Background: an optimization exercise with open tools, aiming at small area, a short achievable clock period and few clock cycles per item. Do not read the settings as production practice.
At most, simulation tests tie the RTL to the original design; equivalence was not proved.

== JK ==
## CordicAccelerator
module CordicAccelerator(
  input         clock,
  input         reset,
  input         cmd_valid,
  output        cmd_ready,
  input  [6:0]  cmd_funct,
  input  [4:0]  cmd_rd,
  input  [63:0] cmd_rs1,
  input  [63:0] cmd_rs2,
  output        resp_valid,
  input         resp_ready,
  output [4:0]  resp_rd,
  output [63:0] resp_data,
  output        busy
);
For scale: ~14000 cells after synthesis, ~220 I/O pins.
Settings: LEC_CHECK=0, CAP_MARGIN=20, CORE_MARGIN=2, CORE_UTILIZATION=60, CTS_BUF_LIST=sky130_fd_sc_hd__clkbuf_8 sky130_fd_sc_hd__clkbuf_16, CTS_CLUSTER_DIAMETER=80, CTS_CLUSTER_SIZE=30, GPL_ROUTABILITY_DRIVEN=0, SETUP_SLACK_MARGIN=2.55, SLEW_MARGIN=20; clock period 6.0 ns.
run.sh (not shown) runs the stock make flow with config.mk's settings and CLKGATE_MAP_FILE= SYNTH_SCRIPT=/design/flow/synth_recipe.tcl, a recipe that flattens the netlist after the stock synthesis.
JK has completed all stages; timing, DRC and antenna checks passed.
--- input diff JK..MS ---
Settings: putting PLACE_DENSITY at 0.63 where nothing was set; swapping 2.55 for 2.5 in SETUP_SLACK_MARGIN.
==> results.txt <==
MS closes out successfully: all stages finished, all timing, DRC and antenna checks passed.
JK → MS: cell area moved down; final cell count essentially unchanged; number of setup buffers added after CTS went up.
Input changes introduced in AL (baseline for comparison: MS):
Settings: changing SETUP_SLACK_MARGIN from 2.5 to 2.45; removing PLACE_DENSITY (formerly 0.63).
Findings:
AL completed end to end with timing, DRC and antenna clean. Between AL and MS, the number of levels the H-tree was split into does not differ in any meaningful way. AL packs its core more loosely than MS. Arrival time at the worst endpoint: AL and MS compared, lower one is MS. Run comparison: AL top routing layer in use met4; MS top routing layer in use met5. Diff MS -> AL: clock buffer count dropped about 3.4%.
--- input diff AL..TR ---
Settings: a change of SETUP_SLACK_MARGIN from 2.45 to 2.5; a change of CORE_UTILIZATION from 60 to 58.
[summary]
No stage failed in TR, and the final checks on the layout all came back clean.
AL: no failed stages, no open violations at the end
Re clock-buffer cell count: AL was lower than TR.
TR vs. AL: mean routed wirelength per cell has decreased, length of the first detailed-routing pass in iterations went down by 1.
Going from AL to TR, non-filler instance count after layout went up; global-route usage has decreased; slew at the pin closest to its max-slew limit fell by 0.044 ns.
~same share of cell area taken by multi-input logic gates in AL and TR
No functional check of the RTL was part of any run of this note.

---

Another version of the RTL of CordicAccelerator (not shown whole).
Size in the first run: roughly 14000 cells after synthesis, ~2500 flip-flops, ~220 I/O pins.
// CordicAccelerator
module CordicAccelerator(
  input         clock,
  input         reset,
  input         cmd_valid,
  output        cmd_ready,
  input  [6:0]  cmd_funct,
  input  [4:0]  cmd_rd,
  input  [63:0] cmd_rs1,
  input  [63:0] cmd_rs2,
  output        resp_valid,
  input         resp_ready,
  output [4:0]  resp_rd,
  output [63:0] resp_data,
  output        busy
);
  function [31:0] addc(input [31:0] a, input [31:0] b, input c);
    reg [31:0] g, p, gg, pp, gn, pn;
    integer k, l;
    begin
      g = a & b;
      p = a ^ b;
      gg = g;
      pp = p;
      gg[0] = g[0] | (p[0] & c);
      pp[0] = 1'b0;
      gg[1] = g[1] | (p[1] & ~(~a[0] | ~b[0])) | (p[1] & p[0] & c);
      pp[1] = 1'b0;
      for (l = 0; l < 5; l = l + 1) begin
        gn = gg;
        pn = pp;
        for (k = 2; k < 32; k = k + 1)
          if (k[l]) begin
            gn[k] = gg[k] | (pp[k] & gg[((k >> l) << l) - 1]);
            pn[k] = pp[k] & pp[((k >> l) << l) - 1];
          end
        gg = gn;
        pp = pn;
      end
      addc = p ^ {gg[30:0], c};
    end
  endfunction
  function [31:0] suby(input [31:0] a, input [31:0] b, input m);
    reg [31:0] g, p, gg, pp, gn, pn;
    integer k, l;
    begin
      g = a & (~b | {32{m}});
      p = ~(a ^ (b & ~{32{m}}));
      gg = g;
      pp = p;
      gg[0] = g[0] | p[0];
      pp[0] = 1'b0;
      gg[1] = g[1] | (p[1] & a[0] & (~b[0] | m)) | (p[1] & p[0]);
      pp[1] = 1'b0;
      for (l = 0; l < 5; l = l + 1) begin
        gn = gg;
        pn = pp;
        for (k = 2; k < 32; k = k + 1)
          if (k[l]) begin
            gn[k] = gg[k] | (pp[k] & gg[((k >> l) << l) - 1]);
            pn[k] = pp[k] & pp[((k >> l) << l) - 1];
          end
        gg = gn;
        pp = pn;
      end
      suby = p ^ {gg[30:0], 1'b1};
    end
  endfunction
  wire recirc;    
  ...
Settings: LEC_CHECK=0, CAP_MARGIN=20, CORE_MARGIN=2, CORE_UTILIZATION=60, CTS_BUF_LIST=sky130_fd_sc_hd__clkbuf_8 sky130_fd_sc_hd__clkbuf_16, CTS_CLUSTER_DIAMETER=80, CTS_CLUSTER_SIZE=30, GPL_ROUTABILITY_DRIVEN=0, SETUP_SLACK_MARGIN=2.4, SLEW_MARGIN=20; clock period 6.0 ns.
The baseline finished with timing, DRC and antenna clean.
Testbench counts at the start, summed over its fixed seeds: cycles 1,856, items 1,600.
Then changed:
Settings changed: CORE_UTILIZATION 60 to 55, SETUP_SLACK_MARGIN 2.4 to 2.5.
What happened: Wire length climbs by a few percent. Via count barely changes. Worst setup slack improved by 0.12 ns. Non-clock buffer count goes up by 87. Clock-buffer cell count increases by 7.

---

CordicAccelerator, a different RTL version from the one above (not shown whole).
Size in the first run: ~14,000 cells after synthesis, about 220 I/O pins.
Design CordicAccelerator, start of the top module:
module CordicAccelerator(
  input         clock,
  input         reset,
  input         cmd_valid,
  output        cmd_ready,
  input  [6:0]  cmd_funct,
  input  [4:0]  cmd_rd,
  input  [63:0] cmd_rs1,
  input  [63:0] cmd_rs2,
  output        resp_valid,
  input         resp_ready,
  output [4:0]  resp_rd,
  output [63:0] resp_data,
  output        busy
);
clock: 6.0 ns
lec_check: 0
cap_margin: 20
core_margin: 2
core_utilization: 60
setup_slack_margin: 2.8
slew_margin: 20
The starting point passed the timing, design-rule and antenna checks.
Testbench counts at the start, summed over its fixed seeds: cycles 1,856, items 1,600.
Next try:
CTS_BUF_LIST = sky130_fd_sc_hd__clkbuf_8   (was not set)
CTS_CLUSTER_SIZE = 20   (was not set)
SETUP_SLACK_MARGIN = 2.5   (was 2.8)
After rerunning:
- final cell count drops by 0.51%
- synthesized cell count is unchanged
- utilization drops by 3.4 points
- worst hold slack gets worse by 0.0042 ns
- synthesized area does not change
- clock skew climbs by 0.046 ns
- clock-buffer cell count climbs by 110
- non-clock buffer count drops by 334
- routed wire length drops by 4.9%
Next try:
CTS_BUF_LIST = not set   (was sky130_fd_sc_hd__clkbuf_8)
CTS_CLUSTER_SIZE = not set   (was 20)
SETUP_SLACK_MARGIN = 2.0   (was 2.5)
Core utilization falls by 2.1 points.
Die area does not change.
Area after synthesis does not change.
Worst setup slack got worse by 0.21 ns.
Final area falls by 3.1%.
Non-clock buffer count falls by 168.
Next try:
CTS_BUF_LIST = sky130_fd_sc_hd__clkbuf_4 sky130_fd_sc_hd__clkbuf_8   (was not set)
SETUP_SLACK_MARGIN = 2.5   (was 2.0)
Outcome: Routed wire length increases by 2.1%. Final area increases by 3.3%. First-iteration DRC count decreases by 14%. Global-route usage increases by 0.46 points.

---

CordicAccelerator with an RTL version that a note above also has.
Size in the first run: about 14000 cells after synthesis, ~2500 flip-flops, roughly 220 I/O pins, about 140000 um^2 of cells after synthesis.
make LEC_CHECK=0 CAP_MARGIN=20 CORE_MARGIN=2 CORE_UTILIZATION=60 CTS_BUF_LIST='sky130_fd_sc_hd__clkbuf_8 sky130_fd_sc_hd__clkbuf_16' CTS_CLUSTER_DIAMETER=80 CTS_CLUSTER_SIZE=30 GPL_ROUTABILITY_DRIVEN=0 SETUP_SLACK_MARGIN=2.5 SLEW_MARGIN=20 finish   # period 6.0 ns
The first run finished with timing, DRC and antenna clean.
Then changed:
- SETUP_SLACK_MARGIN: 2.5 -> 2.6
The new run went through all stages and came out clean.
Via count went up by about 0.7%.
Synthesized area is unchanged.
Global-route usage grows by 0.37 points.
First-iteration DRC count is higher by about 3%.
Hold slack gains 22 ps.
No run of this note included a check of the RTL's function; only the layout flow was run.

---

CordicAccelerator, a different RTL version from the one above (not shown whole).
For scale: roughly 14000 cells after synthesis, about 2500 flip-flops, about 140000 um2 of cells after synthesis.
Settings: LEC_CHECK=0, CAP_MARGIN=20, CORE_MARGIN=2, CORE_UTILIZATION=55, CTS_BUF_LIST=sky130_fd_sc_hd__clkbuf_8 sky130_fd_sc_hd__clkbuf_16, CTS_CLUSTER_DIAMETER=80, CTS_CLUSTER_SIZE=30, GPL_ROUTABILITY_DRIVEN=0, PLACE_DENSITY=0.55, SETUP_SLACK_MARGIN=2.5, SLEW_MARGIN=20; clock period 6.0 ns.
Testbench counts at the start, summed over its fixed seeds: cycles 1,856, items 1,600.
Then changed:
--- a/flow/config.mk
+++ b/flow/config.mk
@@ -9,3 +9,3 @@
 export CORE_MARGIN = 2
-export CORE_UTILIZATION = 55
+export CORE_UTILIZATION = 60
 export CTS_BUF_LIST = sky130_fd_sc_hd__clkbuf_8 sky130_fd_sc_hd__clkbuf_16
@@ -14,4 +14,3 @@
 export GPL_ROUTABILITY_DRIVEN = 0
-export PLACE_DENSITY = 0.55
-export SETUP_SLACK_MARGIN = 2.5
+export SETUP_SLACK_MARGIN = 2.6
 export SLEW_MARGIN = 20
The new run finished with timing, DRC and antenna clean. Utilization grows by 6.8 points. Setup slack got worse by 110 ps. Synthesized area does not change. Cell area rises slightly. Via count rose slightly. Clock-buffer cell count is lower by 3.
Then changed:
==> flow/config.mk (replaced) <==
export PLATFORM = sky130hd
export DESIGN_NAME = CordicAccelerator
export DESIGN_NICKNAME = CordicAccelerator
export VERILOG_FILES = /design/flow/design.v
export SDC_FILE = /design/flow/constraint.sdc
export NUM_CORES = 8
export LEC_CHECK = 0
export CAP_MARGIN = 20
export CORE_MARGIN = 2
export CORE_UTILIZATION = 70
export CTS_BUF_LIST = sky130_fd_sc_hd__clkbuf_4 sky130_fd_sc_hd__clkbuf_8
export PLACE_DENSITY = 0.75
export SETUP_SLACK_MARGIN = 2.5
export SLEW_MARGIN = 20
Worst setup slack loses 60 ps.
Critical path depth stays the same.
Global-route usage rises by 9.4 points.
Flip-flop and latch count does not change.
Hold slack loses 44 ps.
Sequential share of layout area falls by 0.23 points.
Synthesized area stays the same.
Then changed:
--- a/flow/config.mk
+++ b/flow/config.mk
@@ -9,5 +9,6 @@
 export CORE_MARGIN = 2
-export CORE_UTILIZATION = 70
-export CTS_BUF_LIST = sky130_fd_sc_hd__clkbuf_4 sky130_fd_sc_hd__clkbuf_8
-export PLACE_DENSITY = 0.75
+export CORE_UTILIZATION = 60
+export CTS_BUF_LIST = sky130_fd_sc_hd__clkbuf_8 sky130_fd_sc_hd__clkbuf_16
+export CTS_CLUSTER_DIAMETER = 80
+export CTS_CLUSTER_SIZE = 30
 export SETUP_SLACK_MARGIN = 2.5
The new run ran to the end with no violations. Fmax went up by 2.0%. Routed wire length went down by about 5%. Hold slack gets better by 39 ps. Design area went down by about 2.2%.

---

Setup of the baseline:
Another version of the RTL of CordicAccelerator (not shown whole).
Size: ~14000 cells after synthesis, ~220 I/O pins, roughly 130000 um^2 of cells after synthesis.
Settings: LEC_CHECK=0, CAP_MARGIN=20, CORE_MARGIN=2, CORE_UTILIZATION=60, CTS_BUF_LIST=sky130_fd_sc_hd__clkbuf_8 sky130_fd_sc_hd__clkbuf_16, CTS_CLUSTER_DIAMETER=80, CTS_CLUSTER_SIZE=30, GPL_ROUTABILITY_DRIVEN=0, SETUP_SLACK_MARGIN=2.5, SLEW_MARGIN=20; clock period 6.0 ns.
Changes in the candidate relative to the baseline:
# the baseline
export LEC_CHECK = 0
export CAP_MARGIN = 20
export CORE_MARGIN = 2
export CORE_UTILIZATION = 60
export CTS_BUF_LIST = sky130_fd_sc_hd__clkbuf_8 sky130_fd_sc_hd__clkbuf_16
export CTS_CLUSTER_DIAMETER = 80
export CTS_CLUSTER_SIZE = 30
export GPL_ROUTABILITY_DRIVEN = 0
export SETUP_SLACK_MARGIN = 2.5
export SLEW_MARGIN = 20
create_clock -name core_clock -period 6.0 [get_ports {clock}]
# the candidate
export LEC_CHECK = 0
export CAP_MARGIN = 20
export CORE_MARGIN = 2
export CORE_UTILIZATION = 60
export CTS_BUF_LIST = sky130_fd_sc_hd__clkbuf_8 sky130_fd_sc_hd__clkbuf_16
export CTS_CLUSTER_DIAMETER = 80
export CTS_CLUSTER_SIZE = 30
export GPL_ROUTABILITY_DRIVEN = 0
export SETUP_SLACK_MARGIN = 2.6
export SLEW_MARGIN = 20
create_clock -name core_clock -period 6.0 [get_ports {clock}]
==> comparison <==
Cmp the baseline and the candidate / worst slack at placement / higher: the baseline. Global-route track usage on met3 for the candidate: 0.44 points down relative to the baseline. On fmax, the baseline and the candidate are basically level. Final period demand of the worst path ends up higher on the candidate. In the flow results for the baseline and the candidate, the worst path setup slack after routing is larger on the baseline.
No run of this note included a check of the RTL's function; only the layout flow was run.

---

Another version of the RTL of CordicAccelerator (not shown whole).
Size: ~14000 cells after synthesis, ~140000 um^2 of cells after synthesis.
make LEC_CHECK=0 CAP_MARGIN=20 CORE_MARGIN=2 CORE_UTILIZATION=65 CTS_BUF_LIST='sky130_fd_sc_hd__clkbuf_8 sky130_fd_sc_hd__clkbuf_16' CTS_CLUSTER_DIAMETER=80 CTS_CLUSTER_SIZE=30 GPL_ROUTABILITY_DRIVEN=0 SETUP_SLACK_MARGIN=2.5 SLEW_MARGIN=20 finish   # period 6.0 ns
The first run completed with no timing, DRC or antenna violations.
Testbench counts at the start, summed over its fixed seeds: cycles 1,856, items 1,600.
Then changed:
Settings changed: CORE_UTILIZATION 65 to 50.
Hold slack barely changes. Maximum frequency drops by 1.1%. Synthesized cell count is unchanged. Synthesized area does not change. Routed wire length rose by 2.6%. Critical path depth grows by 4.

---

CordicAccelerator with an RTL version that a note above also has.
For scale: about 2500 flip-flops, about 220 I/O pins, roughly 140000 um2 of cells after synthesis.
Settings: LEC_CHECK=0, CAP_MARGIN=20, CORE_MARGIN=2, CORE_UTILIZATION=55, CTS_BUF_LIST=sky130_fd_sc_hd__clkbuf_8 sky130_fd_sc_hd__clkbuf_16, CTS_CLUSTER_DIAMETER=80, CTS_CLUSTER_SIZE=30, GPL_ROUTABILITY_DRIVEN=0, SETUP_SLACK_MARGIN=2.5, SLEW_MARGIN=20; clock period 6.0 ns.
The starting point produced a clean layout.
Testbench counts at the start, summed over its fixed seeds: cycles 1,856, items 1,600.
Rerun with:
- CORE_UTILIZATION: 55 -> 60
- CTS_BUF_LIST: sky130_fd_sc_hd__clkbuf_8 sky130_fd_sc_hd__clkbuf_16 -> sky130_fd_sc_hd__clkbuf_4 sky130_fd_sc_hd__clkbuf_8
- CTS_CLUSTER_DIAMETER: 80 -> unset
- CTS_CLUSTER_SIZE: 30 -> unset
- GPL_ROUTABILITY_DRIVEN: 0 -> unset
=> Clock skew came out higher by 0.098 ns; global-route usage climbs by 6.6 points; via count increases by about 5%; design area grows by 2.6%; synthesized cell count does not change; final cell count goes up by 1.0%.
Rerun with:
- CTS_BUF_LIST: sky130_fd_sc_hd__clkbuf_4 sky130_fd_sc_hd__clkbuf_8 -> sky130_fd_sc_hd__clkbuf_8 sky130_fd_sc_hd__clkbuf_16
- CTS_CLUSTER_DIAMETER: unset -> 80
- CTS_CLUSTER_SIZE: unset -> 30
- GPL_ROUTABILITY_DRIVEN: unset -> 0
- PLACE_DENSITY: unset -> 0.66
Effect: The changed run finished clean. Global-route usage fell by 1.7 points. Setup slack degrades by 0.013 ns. Worst hold slack gets better by 0.076 ns. Synthesized area does not change. Sequential share of layout area came out higher by 0.90 points. Non-clock buffer count rose by 5.

[afterwards: timing with drivers on the ports]
The results above use ideal ports. As a check the final layouts listed here were re-extracted and re-timed, cells and wires unchanged. Step 1: set_driving_cell puts a clkbuf_16 on clock and a buf_2 on each other input, an assumption about the parent block. Step 2 times the ports against the registers' clock, not the clock port: input delays grow and output delays shrink by t, the midpoint of the rising clock arrivals with the driver on. Slacks: ideal ports / drivers / drivers and shift; pairs: ideal ports / drivers.
run | t, ns | slack for setup (ns) | hold WS [ns] | worst setup path after step 2
JK | 0.921 | 2.496 / 2.496 / 1.838 | 0.322 / 0.322 / 0.322 | input to register
MS | 0.895 | 2.487 / 2.487 / 1.770 | 0.305 / 0.305 / 0.305 | input to register
AL | 0.918 | 2.451 / 2.451 / 1.753 | 0.324 / 0.324 / 0.324 | input to register
TR | 0.891 | 2.501 / 2.501 / 1.801 | 0.323 / 0.323 / 0.323 | input to register
the first run of note 2 | 0.924 | 2.346 / 2.346 / 1.604 | 0.305 / 0.305 / 0.305 | input to register
the second run of note 2 | 0.928 | 2.467 / 2.467 / 1.711 | 0.314 / 0.314 / 0.314 | input to register
the first run of note 3 | 1.016 | 2.211 / 2.172 / 1.403 | 0.294 / 0.294 / 0.294 | input to register
the second run of note 3 | 1.147 | 2.305 / 2.235 / 1.464 | 0.290 / 0.290 / 0.290 | input to register
the third run of note 3 | 1.021 | 2.090 / 2.090 / 1.165 | 0.274 / 0.274 / 0.274 | input to register
the fourth run of note 3 | 1.151 | 2.317 / 2.228 / 1.469 | 0.292 / 0.292 / 0.292 | input to register
the first run of note 4 | 0.895 | 2.487 / 2.487 / 1.770 | 0.305 / 0.305 / 0.305 | input to register
the second run of note 4 | 0.912 | 2.530 / 2.530 / 1.888 | 0.327 / 0.327 / 0.327 | input to register
the first run of note 5 | 0.895 | 2.390 / 2.390 / 1.791 | 0.315 / 0.315 / 0.315 | input to register
the second run of note 5 | 0.923 | 2.278 / 2.278 / 1.915 | 0.327 / 0.327 / 0.327 | input to register
the third run of note 5 | 1.188 | 2.218 / 2.218 / 1.470 | 0.283 / 0.283 / 0.283 | input to register
the fourth run of note 5 | 0.932 | 2.292 / 2.292 / 1.786 | 0.322 / 0.322 / 0.322 | input to register
the baseline | 0.919 | 0.607 / 0.607 / 0.607 | 0.317 / 0.317 / 0.317 | register to register
the candidate | 0.914 | 0.602 / 0.602 / 0.602 | 0.303 / 0.303 / 0.303 | register to register
the first run of note 7 | 0.922 | 2.549 / 2.526 / 1.678 | 0.326 / 0.326 / 0.326 | input to register
the second run of note 7 | 0.918 | 2.510 / 2.510 / 1.806 | 0.324 / 0.324 / 0.324 | input to register
the first run of note 8 | 0.895 | 2.390 / 2.390 / 1.791 | 0.315 / 0.315 / 0.315 | input to register
the second run of note 8 | 1.171 | 2.381 / 2.327 / 1.622 | 0.238 / 0.238 / 0.238 | input to register
the third run of note 8 | 0.941 | 2.368 / 2.368 / 1.626 | 0.314 / 0.314 / 0.314 | input to register
After both steps setup and hold are still met in every run listed. The setup slack of the third run of note 3, which loses most, moves by 0.000 ns with the drivers and by -0.925 ns with both steps.
